What follows belongs to an exercise in optimizing a design on an open flow for small area, a short achievable clock period and few clock cycles per item; a production flow would make more cautious choices. No functional check of the RTL was part of any run shown here.

## flow/design.v (module list and top-level ports; edited modules follow where they fit)
// module mult32x32_fast: 1993 lines
// module mfa: 4 lines
// module mha: 4 lines
// module mpg: 4 lines
// module mgpa: 4 lines
// module mgpb: 4 lines
// module mga: 3 lines
// module mgb: 3 lines
// module mencm: 10 lines
// module mencm0: 9 lines
// module mmx: 3 lines
// module menc: 4 lines
// module mbpp: 3 lines
module mult32x32_fast (
    input logic clk,
    input logic reset,
    input logic start,
    input logic [31:0] a,
    input logic [31:0] b,
    output logic busy,
    output logic [63:0] product
);
  // ...
==> flow/flow/run.sh <==
#!/bin/bash
# Own layout flow: the standard synthesis and layout (standard.sh), with these changes:
#  - before floorplanning, each combinational cell of the synthesized netlist gets the drive
#    strength its fanout calls for (flow/resize.py): the smallest variant of its footprint for
#    a small fanout, larger ones for large fanouts. Registers are untouched; the layout's repair
#    steps size cells again where slew, capacitance or timing need it;
#  - ports are buffered with buf_2 instead of the default port buffer;
#  - timing repair only sizes cells up and swaps pins (no buffering or cloning), and the
#    repair after global routing is skipped (the repair after clock tree synthesis remains).
# Each tool's output goes to a log file in this folder.
set -euo pipefail
R=orfs/results/sky130hd/mult32x32_fast/base
export BUFFER_PORTS_ARGS="-buffer_cell sky130_fd_sc_hd__buf_2"
export SKIP_INCREMENTAL_REPAIR=1
export SETUP_MOVE_SEQUENCE="sizeup,swap"
bash standard.sh synth > synth.log 2>&1
python3 flow/resize.py "$FLOW_HOME/platforms/sky130hd/lib/sky130_fd_sc_hd__tt_025C_1v80.lib" $R/1_2_yosys.v 3 12 > resize.log 2>&1
touch $R/1_2_yosys.v
bash standard.sh > layout.log 2>&1
==> flow/flow/resize.py <==
#!/usr/bin/env python3
"""Size the combinational cells of the synthesized netlist by the fanout they drive:
each cell gets the variant of its footprint (same function and pins) whose drive suits its
fanout: the smallest for a fanout up to FO1, drive 2 up to FO2, else drive 4.
Flip-flops, latches and tie cells are left as synthesis made them. The layout's own repair
steps size cells again where slew, capacitance or timing need it.
usage: resize.py LIBERTY NETLIST [FO1 FO2]"""
import re, sys, collections
lib, path = sys.argv[1], sys.argv[2]
FO1 = int(sys.argv[3]) if len(sys.argv) > 3 else 5
FO2 = int(sys.argv[4]) if len(sys.argv) > 4 else 12
area, foot, seq, outs = {}, {}, set(), collections.defaultdict(set)
cur = None; pin = None
for line in open(lib):
    m = re.search(r'^\s*cell\s*\(\s*"?(sky130_fd_sc_hd__\w+)"?\s*\)', line)
    if m:
        cur = m.group(1); pin = None; continue
    if cur is None:
        continue
    m = re.search(r'^\s*area\s*:\s*([\d.]+)', line)
    if m: area[cur] = float(m.group(1))
    m = re.search(r'cell_footprint\s*:\s*"([^"]+)"', line)
    if m: foot[cur] = m.group(1)
    if re.search(r'^\s*(ff|latch|statetable)\s*\(', line): seq.add(cur)
    m = re.search(r'^\s*pin\s*\(\s*"?(\w+)"?\s*\)', line)
    if m: pin = m.group(1)
    if pin and re.search(r'direction\s*:\s*"?output', line): outs[cur].add(pin)
fam = collections.defaultdict(list)
for c, f in foot.items():
    if c in seq or "lpflow" in c or "probe" in c or c not in area:
        continue
    fam[f].append(c)
def strength(c):
    m = re.search(r'_(\d+)$', c)
    return int(m.group(1)) if m else 1
for f in fam:
    fam[f].sort(key=lambda c: (strength(c), area[c]))
text = open(path).read()
inst_re = re.compile(r'^(\s*)(sky130_fd_sc_hd__\w+)(\s+)(\S+)(\s*\((.*?)\);)', re.M | re.S)
insts = []
fanout = collections.Counter()
for m in inst_re.finditer(text):
    cell = m.group(2)
    conns = re.findall(r'\.(\w+)\(([^()]*)\)', m.group(6))
    o = [n.strip() for p, n in conns if p in outs.get(cell, ())]
    for p, n in conns:
        if p not in outs.get(cell, ()):
            fanout[n.strip()] += 1
    insts.append((m.start(2), m.end(2), cell, o))
out = []
last = 0
changes = collections.Counter()
for s, e, cell, o in insts:
    new = cell
    if cell not in seq and cell in foot and "conb" not in cell and foot[cell] in fam:
        fo = max([fanout[n] for n in o] + [0])
        want = 0 if fo <= FO1 else (2 if fo <= FO2 else 4)
        vs = fam[foot[cell]]
        ok = [v for v in vs if strength(v) >= want] or [vs[-1]]
        # the smallest area that gives the drive; among equal areas the strongest
        new = min(ok, key=lambda v: (area[v], -strength(v)))
    out.append(text[last:s]); out.append(new); last = e
    if new != cell: changes[(cell, new)] += 1
out.append(text[last:])
open(path, "w").write("".join(out))
for (a, b), n in sorted(changes.items()):
    print(f"{a} -> {b}: {n}")
==> flow/standard.sh <==
#!/bin/bash
# synth_recipe.tcl (not shown) runs the flow's synth.tcl, then flattens the netlist and writes it again
# the make line also repeats each setting of config.mk as NAME=value (left out here)
make -C /OpenROAD-flow-scripts/flow DESIGN_CONFIG=/design/flow/config.mk WORK_HOME=/design/flow/orfs CLKGATE_MAP_FILE= SYNTH_SCRIPT=/design/flow/synth_recipe.tcl "${@:-finish}"
==> flow/config.mk <==
export PLATFORM = sky130hd
export DESIGN_NAME = mult32x32_fast
export DESIGN_NICKNAME = mult32x32_fast
export VERILOG_FILES = /design/flow/design.v
export SDC_FILE = /design/flow/constraint.sdc
export NUM_CORES = 4
export LEC_CHECK = 0
export CAP_MARGIN = 20
export CORE_MARGIN = 2
export CORE_UTILIZATION = 40
export CTS_BUF_LIST = sky130_fd_sc_hd__clkbuf_4 sky130_fd_sc_hd__clkbuf_8
export SETUP_SLACK_MARGIN = 4.8
export SLEW_MARGIN = 20
export SYNTH_HIERARCHICAL = 1
export SYNTH_MINIMUM_KEEP_SIZE = 0
export TNS_END_PERCENT = 0
==> flow/constraint.sdc <==
create_clock -name core_clock -period 10.0 [get_ports {clk}]
set_input_delay 2.0000 -clock core_clock [delete_from_list [all_inputs] [get_ports {clk}]]
set_output_delay 2.0000 -clock core_clock [all_outputs]
set_load 0.01 [all_outputs]
==> run summary, run 1 <==
- Final Net Count: about 2300
- Busiest layer in global routing: met2
- FILL cells: roughly 4400
- Mapped Area: 18600 µm²
- CP Capture Point: hcr[25]$_DFF_P_
- Post-placement cell area: 20100 µm²
- CTS Hold Bufs: 0
- Crit path max-delay family: adder cells
- Syn Inst Count: 1800
- Final Util: 0.456
- Leading cell kind: multi-input combinational cells
- Area Growth Syn to Fin: 11.8%
- Max layer used: met4
- CP Class: in -> reg
- Antenna violations before repair: 0
- Ys Warns: 7
- Ant. Diodes: 0
- Initial core utilization: 0.408
- Congestion Overflow GR: 0
- #MultiIn Comb: about 1600
- CP max stage delay: 0.68 ns
- CP most frequent cell: fa_1
- Final worst slack: approximately 4.5 ns
- Core area: around 46000 µm²
- WL met3: approximately 5800 µm
- DR DRC count: 0
- Rows: 78
- Num sequential: 114
- Num tapcells: 600
- Layout cells sized above 1: 0.236
- Status: no timing/DRC/antenna violations
- Worst reg2reg path depth: 15
- CTS H-Tree Depth: 4
- First-pass GRT wire length: approximately 100000 µm
- Inverters: 47
==> inputs of run 2 (changes only) <==
--- a/flow/flow/run.sh
+++ b/flow/flow/run.sh
@@ -15,5 +15,5 @@
 export SETUP_MOVE_SEQUENCE="sizeup,swap"
 bash standard.sh synth > synth.log 2>&1
-python3 flow/resize.py "$FLOW_HOME/platforms/sky130hd/lib/sky130_fd_sc_hd__tt_025C_1v80.lib" $R/1_2_yosys.v 3 12 > resize.log 2>&1
+python3 flow/resize.py "$FLOW_HOME/platforms/sky130hd/lib/sky130_fd_sc_hd__tt_025C_1v80.lib" $R/1_2_yosys.v > resize.log 2>&1
 touch $R/1_2_yosys.v
 bash standard.sh > layout.log 2>&1
==> run 2 against run 1 <==
  * Still clean on timing, DRC and antenna
  * Worst hold slack improved by 0.042 ns
  * First-iteration DRC count rose by 8.5%
  * Via count up 0.61%
  * Wire length up 3.3%
  * Global-route usage grew 1.2 points
  * Critical path depth unchanged
  * Critical endpoint is now hcr[35]$_DFF_P_
==> run summary, run 2 <==
- Final Hold Fails: 0
- Routed WL: 68800 µm
- Mapped Area: 18300 µm² (-1.3%)
- Number of DRC markers in iteration 0: ~1800
- Rows: 78 (unchanged)
- PostCTS Resize Cnt: 81
- I/O pin count: approximately 130
- Die height: between 200 and 250 µm
- Ant. Diodes: 0 (unchanged)
- Worst Setup End Kind: flop
- Slew margin rel.: 0.374
- Met2 WL: about 31000 µm
- Core area: 45300 µm² (-0.64%)
- WL met3: 5880 µm (+2.0%)
- Max-Cap Viols: 0
- Root Driver: clkbuf_8
- Crit path max fanout: 18
- Final ANT Viol Nets: 0
- Worst min-delay path class: reg -> reg
- Post-Synthesis Mean Instance Area: 10.2 µm²
- Pin count of the biggest net entering global routing: 57
- GRT Overall Usage: 0.291
- Number of CTS-inserted buffers: 17
- Met1 WL: about 30000 µm
- Hpwl dp: about 54000 µm
- Antenna violations before repair: 0 (unchanged)
- CP Class: in -> reg
- Worst Skew: 0.0180 ns
- Count of final setup violators: 0
- Drt pass-1 iters: 6
- Congestion Overflow GR: 0 (unchanged)
- Setup TNS: 0 ns
- Syn Inst Count: 1800 (unchanged)
- Width of the die: ~220 µm
- Commonest non-fill, non-tap cell in the layout: xnor2_1
- TritonCTS clock tree: built
- Fmax: between 150 and 200 MHz
- Area Growth Syn to Fin: 12.4%
- Crit path DAT: 5.89 ns
- Routed via count: between 15000 and 20000
- First-pass GRT wire length: 102000 µm (+3.1%)
- CTS H-Tree Depth: 4 (unchanged)
- Syn_nets: approximately 2200
- Max Buffers Root-to-Sink: 2
- WL/cell: between 20 and 30 µm
- Final worst-path cycle share: 0.555
- Num Clock Sinks: roughly 110
- Startpoint Class: primary input
- Max layer used: met4
- Ys Warns: 7 (unchanged)
- Vias per cell: 6.06
- Layout cells sized above 1: 0.228 (-0.00785)
- Clock Pin Slew Worst Setup and Hold Paths: 0.08 ns
- Slew of the pin with the lowest slew margin: ~0.94 ns
- Postcts setup bufs: 0
- Routability cong.: between 0.9 and 1
- Max Slew Vio Count: 0
- CTS Hold Bufs: 0 (unchanged)
- Die Area: approximately 48000 µm²
- Buffers on Ports: ~130
- CP required: 10.35 ns
- Largest regs: hcr: 48 flops, hsr: 48 flops, L: 16 flops
- Most frequent cells in the layout: 301 x xnor2_1, 222 x a22oi_1, 220 x fa_1, 130 x buf_2, 107 x nand2_1
- Vias in the first global route: 15500
- Initial core utilization: 0.405 (-0.00270)
- Final Net Count: 2338 (+0.043%)
- Clock latency on the worst-skew pair: approximately 0.48 ns
- DR DRC count: 0 (unchanged)
- Status: no timing/DRC/antenna violations
- Post-layout minimum cycle time: 5.55 ns
==> run 2: area by class of cell <==
cell class / count / area [µm²]
repair buffers: 139 / 767
multi-input cells: 1610 / 16000
flip-flops and latches: 114 / 2460
well taps: 600 / 751
inverters: 47 / 193
fillers: 4404 / 24700
clock inverters: 15 / 180
clock buffers: 17 / 234
==> run 2: worst max-delay path, stage by stage <==
cell	delay (ns)
buf_2	0.29
xnor2_1	0.14
o21ai_2	0.66
a22oi_2	0.18
xnor2_1	0.37
fa_2	0.52
fa_2	0.40
fa_2	0.35
fa_1	0.53
fa_1	0.42
==> run 2: layer usage <==
metal	global-route usage	up-vias
li1	-	6710
met1	0.410	7773
met2	0.455	812
met3	0.0473	116
met4	0.0930	0
met5	0	-
==> run 2: worst paths after layout <==
| check | end | slack (ns) | from | cells past startpoint |
|---|---|---|---|---|
| setup / recovery | hcr[35]$_DFF_P_ | 4.45 | b[5] | 10 |
| max in group asynchronous | busy$_DFF_PP0_ | 8.57 | reset | 2 |
| min in group asynchronous | busy$_DFF_PP0_ | 1.34 | reset | 2 |
| hold reg to reg | L[0]$_DFFE_PP_ | 0.67 | hcr[0]$_DFF_P_ | 1 |
| setup reg to reg | hcr[39]$_DFF_P_ | 4.66 | hsr[11]$_DFF_P_ | 16 |
| hold / removal | L[0]$_DFFE_PP_ | 0.67 | hcr[0]$_DFF_P_ | 1 |
==> run 2: metrics by stage <==
step / setup WS, ns / cells / util / hold slack, ns / cell area (µm²)
final: 4.45 / 2542 / 0.455 / 0.666 / 20600
after global routing: 4.34 / 2542 / 0.455 / 0.709 / 20600
after CTS: 4.54 / 2542 / 0.455 / 0.668 / 20600
after detailed placement: 3.16 / 2510 / 0.438 / 0.653 / 19800
after global placement: 3.23 / 2510 / 0.438 / 0.636 / 19800
after floorplan: 4.72 / 1800 / - / 0.543 / 18500
==> inputs of run 3 (changes only) <==
--- a/flow/flow/run.sh
+++ b/flow/flow/run.sh
@@ -15,5 +15,5 @@
 export SETUP_MOVE_SEQUENCE="sizeup,swap"
 bash standard.sh synth > synth.log 2>&1
-python3 flow/resize.py "$FLOW_HOME/platforms/sky130hd/lib/sky130_fd_sc_hd__tt_025C_1v80.lib" $R/1_2_yosys.v > resize.log 2>&1
+python3 flow/resize.py "$FLOW_HOME/platforms/sky130hd/lib/sky130_fd_sc_hd__tt_025C_1v80.lib" $R/1_2_yosys.v 5 12 '(one|two|neg)[0-9]+_[0-9]+' > resize.log 2>&1
 touch $R/1_2_yosys.v
 bash standard.sh > layout.log 2>&1
--- a/flow/flow/resize.py
+++ b/flow/flow/resize.py
@@ -5,9 +5,11 @@
 Flip-flops, latches and tie cells are left as synthesis made them. The layout's own repair
 steps size cells again where slew, capacitance or timing need it.
-usage: resize.py LIBERTY NETLIST [FO1 FO2]"""
+Cells driving a net whose name matches STRONG (a regular expression) get drive 4.
+usage: resize.py LIBERTY NETLIST [FO1 FO2 [STRONG]]"""
 import re, sys, collections
 lib, path = sys.argv[1], sys.argv[2]
 FO1 = int(sys.argv[3]) if len(sys.argv) > 3 else 5
 FO2 = int(sys.argv[4]) if len(sys.argv) > 4 else 12
+STRONG = re.compile(sys.argv[5]) if len(sys.argv) > 5 else None
 area, foot, seq, outs = {}, {}, set(), collections.defaultdict(set)
 cur = None; pin = None
@@ -56,4 +58,6 @@
         fo = max([fanout[n] for n in o] + [0])
         want = 0 if fo <= FO1 else (2 if fo <= FO2 else 4)
+        if STRONG and any(STRONG.fullmatch(n) for n in o):
+            want = 4
         vs = fam[foot[cell]]
         ok = [v for v in vs if strength(v) >= want] or [vs[-1]]
--- a/flow/config.mk
+++ b/flow/config.mk
@@ -10,4 +10,5 @@
 export CORE_UTILIZATION = 40
 export CTS_BUF_LIST = sky130_fd_sc_hd__clkbuf_4 sky130_fd_sc_hd__clkbuf_8
+export GPL_ROUTABILITY_DRIVEN = 0
 export SETUP_SLACK_MARGIN = 4.8
 export SLEW_MARGIN = 20
==> run 3 against run 2 <==
  * Count of clock-buffer cells in the layout is 1 higher
  * Sequential share of layout area is 0.071 points lower
  * Sequential cell count stayed put
  * Critical path type unchanged
  * Setup slack worse by 0.53 ns
  * Still clean on timing, DRC and antenna
  * Core utilization is 0.88 points lower
==> run summary, run 3 <==
- Status: no timing/DRC/antenna violations
- Largest regs: hcr: 48 flops, hsr: 48 flops, L: 16 flops
- Clock latency on the worst-skew pair: 0.47 ns (about the same)
- Final Net Count: 2335 (-0.13%)
- TritonCTS clock tree: built
- Postcts setup bufs: 0 (unchanged)
- Routed via count: 15400 (-0.17%)
- Worst reg-to-reg setup slack: 4.06 ns (-0.60 ns)
- Final Hold Fails: 0 (unchanged)
- FILL cells: 4456 (+1.2%)
- CTS Hold Bufs: 0 (unchanged)
- Worst Setup End Kind: flop
- CP required: 10.34 ns (about the same)
- Mapped Area: 18800 µm² (+2.4%)
- Root Driver: clkbuf_8
- Rows: 79 (+1.3%)
- Fmax: 164 MHz (-8.8%)
- Crit path DAT: 6.42 ns (+0.53 ns)
- Initial core utilization: 0.404 (-0.000803)
- Buffers on Ports: 131 (unchanged)
- Final Util: 0.446 (-0.00883)
- Core area: 46500 µm² (+2.6%)
- GRT Overall Usage: 0.264 (-0.0264)
- Max-Cap Viols: 0 (unchanged)
- Commonest non-fill, non-tap cell in the layout: xnor2_1
- Worst min-delay path class: reg -> reg
- Slew margin rel.: 0.299 (-0.0754)
- Hpwl dp: 51600 µm (-4.8%)
- Vias per cell: 6.04 (-0.36%)
- Most frequent cells in the layout: 311 x xnor2_1, 243 x fa_1, 218 x a22oi_1, 130 x buf_2, 107 x nand2_1
- DR DRC count: 0 (unchanged)
- Max Buffers Root-to-Sink: 2 (unchanged)
- PostCTS Resize Cnt: 20 (-75%)
- Antenna violations before repair: 1 (+1)
- Ys Warns: 7 (unchanged)
- Syn Inst Count: 1800 (unchanged)
- Crit path max fanout: 40 (+22)
- Final ANT Viol Nets: 0 (unchanged)
- Number of DRC markers in iteration 0: 1777 (+0.57%)
- Layout cells sized above 1: 0.206 (-0.0218)
- Post-layout minimum cycle time: 6.08 ns (+0.533 ns)
- Die height: 221 µm (+1.2%)
- Startpoint Class: primary input
- Num Clock Sinks: 114 (unchanged)
- Pin count of the biggest net entering global routing: 58 (+1.8%)
- Congestion Overflow GR: 0 (unchanged)
- Worst Skew: 0.0289 ns (+0.0109 ns)
- Vias in the first global route: 15200 (-1.8%)
- First-pass GRT wire length: 96000 µm (-6.0%)
- Die Area: 48700 µm² (+2.3%)
- Clock Pin Slew Worst Setup and Hold Paths: 0.07 ns (about the same)
- Post-Synthesis Mean Instance Area: 10.4 µm² (+2.4%)
- Routed WL: 64600 µm (-6.2%)
- Final worst-path cycle share: 0.608 (+0.0533)
- Width of the die: 221 µm (+1.2%)
- Area Growth Syn to Fin: 10.4%
- WL/cell: 25.3 µm (-6.3%)
- Max Slew Vio Count: 0 (unchanged)
- Slew of the pin with the lowest slew margin: 1.05 ns (+0.114 ns)
- Drt pass-1 iters: 6 (unchanged)
- Setup TNS: 0 ns (unchanged)
- Number of CTS-inserted buffers: 17 (unchanged)
- Syn_nets: 2209 (unchanged)
- CP Class: in -> reg
- I/O pin count: 132 (unchanged)
- CTS H-Tree Depth: 4 (unchanged)
- Count of final setup violators: 0 (unchanged)
-- run 3: worst max-delay path, cell delays in order --
cell	delay [ns]
buf_6	0.15
nor2_4	0.83
inv_8	0.23
buf_16	0.27
and2_4	0.26
a22oi_2	0.26
xnor2_2	0.16
fa_2	0.51
fa_1	0.42
fa_2	0.55
fa_2	0.44
ha_1	0.30
-- run 3: layout make-up --
class	instances	area, µm²	area share
Clock buffer	18	241	0.0116
Clock inverter	14	154	0.00742
Inverter	47	184	0.00887
Tap cell	607	759	0.0366
Timing Repair Buffer	136	719	0.0347
Sequential cell	114	2460	0.119
Antenna cell	1	2.50	0.000121
Multi-Input combinational cell	1610	16200	0.782
-- run 3: path summary, 6_finish.rpt --
path,start,endpoint,cells after the start
min in group asynchronous,reset,busy$_DFF_PP0_,2
hold reg to reg,hsr[0]$_DFF_P_,L[0]$_DFFE_PP_,1
hold / removal,hsr[0]$_DFF_P_,L[0]$_DFFE_PP_,1
max in group asynchronous,reset,busy$_DFF_PP0_,2
setup reg to reg,busy$_DFF_PP0_,hcr[39]$_DFF_P_,11
setup / recovery,start,hcr[34]$_DFF_P_,12
-- run 3: per-layer routing --
metal	vias up	GRT usage	routed length (µm)
li1	6714	-	-
met1	7780	0.375	28200
met2	803	0.409	28700
met3	86	0.0496	5650
met4	2	0.0798	1980
met5	-	0	13
-- run 3: stage by stage --
| step | instances | area (µm²) | setup slack (ns) | hold slack [ns] |
|---|---|---|---|---|
| floorplan | 1800 | 19000 | 4.69 | 0.543 |
| global placement | 2514 | 20300 | 3.04 | 0.678 |
| detailed placement | 2514 | 20300 | 2.94 | 0.691 |
| CTS | 2546 | 20700 | 3.99 | 0.713 |
| global route | 2546 | 20700 | 3.78 | 0.731 |
| finish | 2547 | 20700 | 3.92 | 0.715 |

static timing again, ports no longer ideal:
Ports are ideal in the flow. The routed layouts listed here were re-timed in OpenROAD.
Step 1: set_driving_cell puts a clkbuf_16 on clk and a buf_2 on each other input, an assumption about the parent block.
Step 2 moves the port delays by t, midway between the first and last clock arrival at a register: inputs arrive t later, outputs are due t later. That takes back most of the time a late clock gives input paths.
a / b / c = no drivers / after step 1 / after step 2; a / b = the first two.
run	t (ns)	setup slack, ns	worst setup path after step 2	clock arrival spread, ns	worst register clock-pin slew, ns
run 1	0.510	4.467 / 4.430 / 3.920	input to register	0.028 / 0.028	0.10 / 0.10
run 2	0.520	4.451 / 4.465 / 3.945	input to register	0.019 / 0.018	0.09 / 0.09
run 3	0.504	3.919 / 3.935 / 3.431	input to register	0.029 / 0.029	0.10 / 0.10
After both steps setup and hold are still met in every run listed. For run 1, which loses most, drivers alone change the setup slack by -0.037 ns; drivers and shift together by -0.547 ns.
